Source: an optimization exercise on an open RTL-to-GDS flow (aim: small area and a short achievable clock period). Production flows keep margins and buffers that such runs may drop.
RTL that was checked went through simulation tests only; none was proved equivalent to the original.
Power and IR drop assume default switching activity.

== before ==
==> flow/design.v <==
module PulseSignal #(
    parameter int DELAY = 1,
    parameter bit RZ    = 1   
)
(
    input  logic clk,
    input  logic ena,
    input  logic rst_n,
    output logic dout
);
    localparam int CNTWIDTH = $clog2(DELAY + 2);
    logic [CNTWIDTH-1:0] count;
    always_ff @(posedge clk) begin
        if (!rst_n) begin
            count <= '0;
            dout  <= 1'b0;
        end
        else if (ena) begin
            if (count <= DELAY)
                count <= count + 1'b1;
            if (count == DELAY)
                dout <= 1'b1;          
            else if (RZ && (count > DELAY))
                dout <= 1'b0;          
        end
    end
endmodule
module CIC_Decimation #(
    parameter int WIDTH_IN  = 16,
    parameter int NUM_STAGE = 5,
    parameter int MAX_RATE  = 16,
    parameter int WIDTH_OUT = WIDTH_IN + NUM_STAGE * $clog2(MAX_RATE)
)
(
    input  clk, ena, rst_n,
    input  logic signed [WIDTH_IN-1:0]  din_odd, din_even,
    input  [7:0] rate,
    output logic signed [WIDTH_OUT-1:0] dout,
    output vld, rdy
);
    localparam int BW = WIDTH_OUT;              
    localparam int NST = NUM_STAGE;             
    localparam int NS = 7;                      
    localparam logic [8*(NS+1)-1:0] SB = {8'd36, 8'd30, 8'd25, 8'd20, 8'd15, 8'd10, 8'd5, 8'd0};
    localparam logic [NST-1:0] CPIPE = 5'b10100;
    localparam int NCG = $countones(CPIPE);     
    localparam int NV = NST + NS + 1;
    logic [NV-1:0] tok;
    logic rst_q, clr_q;
    always_ff @(posedge clk) begin
        rst_q <= rst_n;
        clr_q <= !rst_n;
    end
    always_ff @(posedge clk) begin
        tok[0] <= ena & rst_n;
        if (!rst_q) tok[NV-1:1] <= '0;
        else        tok[NV-1:1] <= tok[NV-2:0];
    end
    logic [WIDTH_IN-1:0] xe_d [NS];    
    logic [WIDTH_IN-1:0] xo_d [NS];
    always_ff @(posedge clk) begin
        xe_d[0] <= din_even;
        xo_d[0] <= din_odd;
        for (int k = 1; k < NS; k++) begin
            xe_d[k] <= xe_d[k-1];
            xo_d[k] <= xo_d[k-1];
        end
    end
    logic [BW-1:0] xe_s, xo_s;
    genvar i, j, b;
    generate
        for (j = 0; j < NS; j++) begin : g_isk
            for (b = SB[8*j +: 8]; b < SB[8*(j+1) +: 8]; b++) begin : g_b
                assign xe_s[b] = xe_d[j][(b < WIDTH_IN) ? b : WIDTH_IN-1];
                assign xo_s[b] = xo_d[j][(b < WIDTH_IN) ? b : WIDTH_IN-1];
            end
        end
    endgenerate
    logic [BW-1:0] acc [NST];    
    logic [BW-1:0] evn [NST];    
    logic [BW-1:0] i_a [NST], i_b [NST], i_e [NST], i_o [NST];
    logic [NS-1:0] ce_q [NST], co_q [NST];    
    logic [NS:0]   ce_c [NST], co_c [NST];    
    logic [NS-1:0] sel_e;
    logic [BW-1:0] dn;           
    generate
        for (i = 0; i < NST; i++) begin : g_int
            if (i == 0) begin : g_in
                assign i_a[i] = xe_s;
                assign i_b[i] = xo_s;
            end else begin : g_mid
                assign i_a[i] = evn[i-1];
                assign i_b[i] = acc[i-1];
            end
            for (j = 0; j < NS; j++) begin : g_sl
                localparam int LO = SB[8*j +: 8];
                localparam int HI = SB[8*(j+1) +: 8] - 1;
                logic [HI-LO+1:0] ce, co;
                assign ce[0] = (j == 0) ? 1'b0 : ce_q[i][j-1];
                assign co[0] = (j == 0) ? 1'b0 : co_q[i][j-1];
                for (b = LO; b <= HI; b++) begin : g_b
                    if (b == 0) begin : g_h
                        assign i_e[i][b]    = acc[i][b] ^ i_a[i][b];
                        assign ce[b-LO+1]   = acc[i][b] & i_a[i][b];
                        assign i_o[i][b]    = i_e[i][b] ^ i_b[i][b];
                        assign co[b-LO+1]   = i_e[i][b] & i_b[i][b];
                    end else begin : g_f
                        cic_fa u_fe (.a(acc[i][b]), .b(i_a[i][b]), .c(ce[b-LO]), .s(i_e[i][b]), .co(ce[b-LO+1]));
                        cic_fa u_fo (.a(i_e[i][b]), .b(i_b[i][b]), .c(co[b-LO]), .s(i_o[i][b]), .co(co[b-LO+1]));
                    end
                end
                if (j < NS - 1) begin : g_cq
                    always_ff @(posedge clk) begin
                        ce_q[i][j] <= ce[HI-LO+1];
                        co_q[i][j] <= co[HI-LO+1];
                    end
                end
                always_ff @(posedge clk) begin
                    if (clr_q)
                        acc[i][HI:LO] <= '0;
                    else if (tok[i+j])
                        acc[i][HI:LO] <= i_o[i][HI:LO];
                end
                if (i < NST - 1) begin : g_ev
                    always_ff @(posedge clk) evn[i][HI:LO] <= i_e[i][HI:LO];
                end else begin : g_dn
                    always_ff @(posedge clk)
                        dn[HI:LO] <= sel_e[j] ? i_e[i][HI:LO] : i_o[i][HI:LO];
                end
            end
        end
    endgenerate
    logic [4:0] rate_q;
    always_ff @(posedge clk) rate_q <= rate[4:0];
    logic       ctl_tok;
    assign ctl_tok = tok[NST-1];
    logic [2:0] pcnt;            
    logic [2:0] dcnt;            
    logic [4:0] cd;              
    logic [5:0] cd2;
    logic       take_e, take_o, take;
    assign cd2    = {1'b0, cd} + 6'd2;
    assign take_e = ctl_tok && (pcnt == 3'd6) && (cd == 5'd0);
    assign take_o = ctl_tok && (pcnt == 3'd6) && (cd != 5'd0) && (cd2 > {1'b0, rate_q});
    assign take   = take_e | take_o;
    always_ff @(posedge clk) begin
        if (!rst_q) begin
            pcnt <= '0;
            dcnt <= '0;
            cd   <= '0;
        end else if (ctl_tok) begin
            if (pcnt != 3'd6) pcnt <= pcnt + 3'd1;
            if (take && dcnt != 3'd6) dcnt <= dcnt + 3'd1;
            if (pcnt == 3'd6)
                cd <= (cd2 >= {1'b0, rate_q}) ? 5'(cd2 - {1'b0, rate_q}) : cd2[4:0];
        end
    end
    logic [NS-1:0] sel_q;
    always_ff @(posedge clk) sel_q <= {sel_q[NS-2:0], take_e};
    assign sel_e = {sel_q[NS-2:0], take_e};
    localparam int ND = NS + NCG - 1;
    logic [ND-1:0] dtok, otok;
    always_ff @(posedge clk) begin
        if (!rst_q) begin
            dtok <= '0;
            otok <= '0;
        end else begin
            dtok <= {dtok[ND-2:0], take};
            otok <= {otok[ND-2:0], take && (dcnt == 3'd6)};
        end
    end
    logic [BW-1:0] c_x [NST], c_y [NST], c_d [NST];
    logic [BW-1:0] c_p [NST];           
    logic [NS-1:0] cc_q [NST];
    generate
        for (i = 0; i < NST; i++) begin : g_comb
            if (i == 0) begin : g_in
                assign c_x[i] = dn;
            end else if (CPIPE[i-1]) begin : g_reg
                assign c_x[i] = c_p[i-1];
            end else begin : g_wire
                assign c_x[i] = c_y[i-1];
            end
            localparam int CG = $countones(CPIPE & ((5'd1 << i) - 5'd1));
            for (j = 0; j < NS; j++) begin : g_sl
                localparam int LO = SB[8*j +: 8];
                localparam int HI = SB[8*(j+1) +: 8] - 1;
                logic [HI-LO+1:0] cc;
                assign cc[0] = (j == 0) ? 1'b1 : cc_q[i][j-1];
                for (b = LO; b <= HI; b++) begin : g_b
                    if (b == 0) begin : g_h
                        assign c_y[i][b]  = c_x[i][b] ^ c_d[i][b];
                        assign cc[b-LO+1] = c_x[i][b] | ~c_d[i][b];
                    end else begin : g_f
                        cic_fa u_fc (.a(c_x[i][b]), .b(~c_d[i][b]), .c(cc[b-LO]), .s(c_y[i][b]), .co(cc[b-LO+1]));
                    end
                end
                if (j < NS - 1) begin : g_cq
                    always_ff @(posedge clk) cc_q[i][j] <= cc[HI-LO+1];
                end
                always_ff @(posedge clk)
                    if (dtok[j + CG]) c_d[i][HI:LO] <= c_x[i][HI:LO];
                if (CPIPE[i] && i < NST - 1) begin : g_p
                    always_ff @(posedge clk) c_p[i][HI:LO] <= c_y[i][HI:LO];
                end
            end
        end
    endgenerate
    logic [BW-1:0] dq;
    generate
        for (j = 0; j < NS; j++) begin : g_dsk
            localparam int LO = SB[8*j +: 8];
            localparam int HI = SB[8*(j+1) +: 8] - 1;
            localparam int DL = NS - 1 - j;
            if (DL == 0) begin : g_0
                assign dq[HI:LO] = c_y[NST-1][HI:LO];
            end else begin : g_n
                logic [HI-LO:0] sh [DL];
                always_ff @(posedge clk) begin
                    sh[0] <= c_y[NST-1][HI:LO];
                    for (int k = 1; k < DL; k++) sh[k] <= sh[k-1];
                end
                assign dq[HI:LO] = sh[DL-1];
            end
        end
    endgenerate
    logic vld_q, rdy_q;
    logic [BW-1:0] dout_q;
    always_ff @(posedge clk) begin
        dout_q <= dq;
        if (!rst_n) begin
            vld_q <= 1'b0;
            rdy_q <= 1'b0;
        end else begin
            vld_q <= otok[ND-1] & rst_q;
            rdy_q <= rdy_q | (otok[ND-1] & rst_q);
        end
    end
    assign dout = dout_q;
    assign vld  = vld_q;
    assign rdy  = rdy_q;
endmodule
module cic_fa (
    input  logic a, b, c,
    output logic s, co
);
    assign s  = a ^ b ^ c;
    assign co = (a & b) | (a & c) | (b & c);
endmodule
==> flow/config.mk <==
export PLATFORM = sky130hd
export DESIGN_NAME = CIC_Decimation
export DESIGN_NICKNAME = CIC_Decimation
export VERILOG_FILES = /design/flow/design.v
export SDC_FILE = /design/flow/constraint.sdc
export NUM_CORES = 4
export LEC_CHECK = 0
export CAP_MARGIN = 20
export CORE_MARGIN = 2
export CORE_UTILIZATION = 70
export CTS_CLUSTER_DIAMETER = 60
export CTS_CLUSTER_SIZE = 30
export SLEW_MARGIN = 20
export SYNTH_HIERARCHICAL = 1
export SYNTH_MINIMUM_KEEP_SIZE = 0
==> flow/constraint.sdc <==
create_clock -name core_clock -period 14.0 [get_ports {clk}]
set_input_delay 2.8000 -clock core_clock [delete_from_list [all_inputs] [get_ports {clk}]]
set_output_delay 2.8000 -clock core_clock [all_outputs]
set_load 0.01 [all_outputs]
standard.sh (not shown) runs the stock make flow with config.mk's settings and CLKGATE_MAP_FILE= SYNTH_SCRIPT=/design/flow/synth_recipe.tcl, a recipe that flattens the netlist after the stock synthesis.
==> flow/flow/run.sh <==
#!/bin/bash
# The standard layout (standard.sh), with the input and output port
# buffers made of sky130_fd_sc_hd__buf_2 instead of the cell buffer_ports
# picks by default. make's output goes to standard.log; ORFS keeps each
# tool's own log under orfs/logs/.
set -euo pipefail
export BUFFER_PORTS_ARGS="-buffer_cell sky130_fd_sc_hd__buf_2"
bash standard.sh > standard.log 2>&1
Input changes introduced in after (baseline for comparison: before):
--- a/flow/design.v
+++ b/flow/design.v
@@ -40,9 +40,9 @@
 );
     localparam int BW = WIDTH_OUT;              
     localparam int NST = NUM_STAGE;             
     localparam int NS = 7;                      
-    localparam logic [8*(NS+1)-1:0] SB = {8'd36, 8'd30, 8'd25, 8'd20, 8'd15, 8'd10, 8'd5, 8'd0};
+    localparam logic [8*(NS+1)-1:0] SB = {8'd36, 8'd31, 8'd26, 8'd21, 8'd16, 8'd11, 8'd6, 8'd0};
     localparam logic [NST-1:0] CPIPE = 5'b10100;
     localparam int NCG = $countones(CPIPE);     
     localparam int NV = NST + NS + 1;
     logic [NV-1:0] tok;
Results
- The flow did not stop early for after: all stages ran, and the layout cleared the timing, design-rule and antenna checks.
- On buffer share of cell area, after tracks before almost exactly.
- The post-layout net count was comparable across before and after.
- after vs before — register-to-register slack rose 0.28 ns.
- On die area, before and after are neck and neck.
- ~same hold-critical path depth in before and after
- Min clock power across before and after: before
- Summary: final critical path time including I/O delays and setup, after better than before
- Any difference in total nets after synthesis between before and after is small enough to ignore.
- In terms of total clock sinks, before and after differ only marginally.
- Compared to before, after has global-route usage 0.24 points higher.
- before consumes less power than after.
No run of this note included a check of the RTL's function; only the layout flow was run.

* * *

CIC_Decimation, a different RTL version from the one above (not shown whole).
For scale: roughly 2,100 cells after synthesis, about 81 I/O pins, about 34,000 um^2 of cells after synthesis.
// CIC_Decimation
module CIC_Decimation #(
    parameter int WIDTH_IN  = 16,
    parameter int NUM_STAGE = 5,
    parameter int MAX_RATE  = 16,
    parameter int WIDTH_OUT = WIDTH_IN + NUM_STAGE * $clog2(MAX_RATE)
)
(
    input  clk, ena, rst_n,
    input  logic signed [WIDTH_IN-1:0]  din_odd, din_even,
    input  [7:0] rate,
    output logic signed [WIDTH_OUT-1:0] dout,
    output vld, rdy
);
    localparam int BW = WIDTH_OUT;              
    localparam int NST = NUM_STAGE;             
    localparam int NS = 7;                      
    localparam logic [8*(NS+1)-1:0] SB = {8'd36, 8'd31, 8'd26, 8'd21, 8'd16, 8'd11, 8'd6, 8'd0};
    localparam int NCB = NST - 1;
    localparam logic [NCB-1:0] CPIPE = 4'b1010;
    localparam int NCG = CPIPE[0] + CPIPE[1] + CPIPE[2] + CPIPE[3];   
    localparam int NV = NST + NS + 1;
    logic [NV-1:0] tok;
    logic rst_q, clr_q;
    always_ff @(posedge clk) begin
        rst_q <= rst_n;
        clr_q <= !rst_n;
    end
    always_ff @(posedge clk) begin
        tok[0] <= ena & rst_n;
        if (!rst_q) tok[NV-1:1] <= '0;
        else        tok[NV-1:1] <= tok[NV-2:0];
    end
    logic [WIDTH_IN-1:0] xe_d [NS];    
    logic [WIDTH_IN-1:0] xo_d [NS];
    always_ff @(posedge clk) begin
        xe_d[0] <= din_even;
        xo_d[0] <= din_odd;
        for (int k = 1; k < NS; k++) begin
            xe_d[k] <= xe_d[k-1];
            xo_d[k] <= xo_d[k-1];
        end
    end
    logic [BW-1:0] xe_s, xo_s;
    genvar i, j, b;
    generate
        for (j = 0; j < NS; j++) begin : g_isk
            for (b = SB[8*j +: 8]; b < SB[8*(j+1) +: 8]; b++) begin : g_b
                assign xe_s[b] = xe_d[j][(b < WIDTH_IN) ? b : WIDTH_IN-1];
                assign xo_s[b] = xo_d[j][(b < WIDTH_IN) ? b : WIDTH_IN-1];
            end
        end
    endgenerate
    logic [BW-1:0] acc [NST];    
    logic [BW-1:0] evn [NST];    
    logic [BW-1:0] i_a [NST], i_b [NST], i_e [NST], i_o [NST];
    logic [NS-1:0] ce_q [NST], co_q [NST];    
  ...
clock: 14.0 ns
lec_check: 0
cap_margin: 20
core_margin: 2
core_utilization: 70
cts_cluster_diameter: 60
cts_cluster_size: 30
slew_margin: 20
synth_hierarchical: 1
synth_minimum_keep_size: 0
==> flow/flow/run.sh <==
#!/bin/bash
# The standard layout (standard.sh), with two changes to how the layout
# is made: the input and output port buffers are sky130_fd_sc_hd__buf_2
# instead of the cell buffer_ports picks by default, and clock tree synthesis
# inserts no dummy loads. make's output goes to standard.log; ORFS keeps each
# tool's own log under orfs/logs/.
set -euo pipefail
export BUFFER_PORTS_ARGS="-buffer_cell sky130_fd_sc_hd__buf_2"
export CTS_ARGS="-sink_clustering_enable -repair_clock_nets -sink_clustering_size 30 -sink_clustering_max_diameter 60 -dont_use_dummy_load"
bash standard.sh > standard.log 2>&1
Rerun with:
--- a/flow/design.v
+++ b/flow/design.v
@@ -135,19 +135,19 @@
                 end else begin : g_dn
                     always_ff @(posedge clk)
                         dn[HI:LO] <= sel_e[j] ? i_e[i][HI:LO] : i_o[i][HI:LO];
                 end
             end
         end
     endgenerate
     logic [4:0] rate_q;
-    always_ff @(posedge clk) rate_q <= rate[4:0];
+    assign rate_q = rate[4:0];
     logic       ctl_tok;
-    assign ctl_tok = tok[NST-2];
+    assign ctl_tok = tok[NST-1];
     logic [2:0] pcnt;            
     logic [4:0] cd;              
     logic [5:0] cd2;
     logic       take_e, take_o, take;
     assign cd2    = {1'b0, cd} + 6'd2;
     assign take_e = ctl_tok && (pcnt == 3'd6) && (cd == 5'd0);
     assign take_o = ctl_tok && (pcnt == 3'd6) && (cd != 5'd0) && (cd2 > {1'b0, rate_q});
     assign take   = take_e | take_o;
@@ -161,23 +161,23 @@
                 cd <= (cd2 >= {1'b0, rate_q}) ? 5'(cd2 - {1'b0, rate_q}) : cd2[4:0];
         end
     end
     logic [NS-1:0] sel_q, selo_q;
     always_ff @(posedge clk) begin
         sel_q  <= {sel_q[NS-2:0], take_e};
         selo_q <= {selo_q[NS-2:0], take_o};
     end
-    assign sel_e = sel_q;
-    assign sel_o = selo_q;
+    assign sel_e = {sel_q[NS-2:0], take_e};
+    assign sel_o = {selo_q[NS-2:0], take_o};
     localparam int ND = NS + NCG - 1;
     logic [ND-1:0] dtok;
     always_ff @(posedge clk) begin
         if (!rst_q) dtok <= '0;
-        else        dtok <= {dtok[ND-2:0], (sel_q[0] | selo_q[0]) & tok[NST-1]};
+        else        dtok <= {dtok[ND-2:0], take};
     end
     logic [BW-1:0] c_x [NCB], c_y [NCB], c_d [NCB];
     logic [BW-1:0] c_p [NCB];           
     logic [NS-1:0] cc_q [NCB];
     generate
         for (i = 0; i < NCB; i++) begin : g_comb
             if (i == 0) begin : g_in
                 assign c_x[i] = dn;
Result: The new run finished clean. Setup slack gets worse by 470 ps. Combinational power barely changes. Clock-buffer cell count does not change. Power goes down by 0.41%. Register-to-register slack gets better by 30 ps. Utilization goes down by 0.17 points. Maximum frequency goes down by 11%. First-iteration DRC count goes down by 5.2%.
Only the layout flow was run in the second run of this note; the RTL was not checked for function there.

[static timing again, ports no longer ideal]
How much do the figures lean on ideal ports? The routed layouts below were timed once more, with nothing changed but the port constraints. Step 1, drivers: a clkbuf_16 drives clk and a buf_2 each remaining input, both assumed. Step 2 adds t to the input delays and takes it off the output delays; t is the mean of the earliest and latest rising clock arrival at the registers after step 1. Input paths then give back, and output paths get back, about the clock's delay inside the block. Three values: ideal ports, drivers, drivers and shift; two values: the first two.
run	shift t [ns]	setup slack, ns	slew at the worst register clock pin (ns)
before	0.662	9.913 / 9.913 / 9.913	0.11 / 0.11
after	0.660	10.127 / 10.066 / 10.192	0.10 / 0.10
the first run of note 2	0.638	10.122 / 10.065 / 10.326	0.10 / 0.10
the second run of note 2	0.642	9.656 / 9.692 / 9.050	0.10 / 0.10
After both steps setup and hold are still met in every run listed. For the second run of note 2, which loses most, drivers alone change the setup slack by +0.036 ns; drivers and shift together by -0.606 ns.
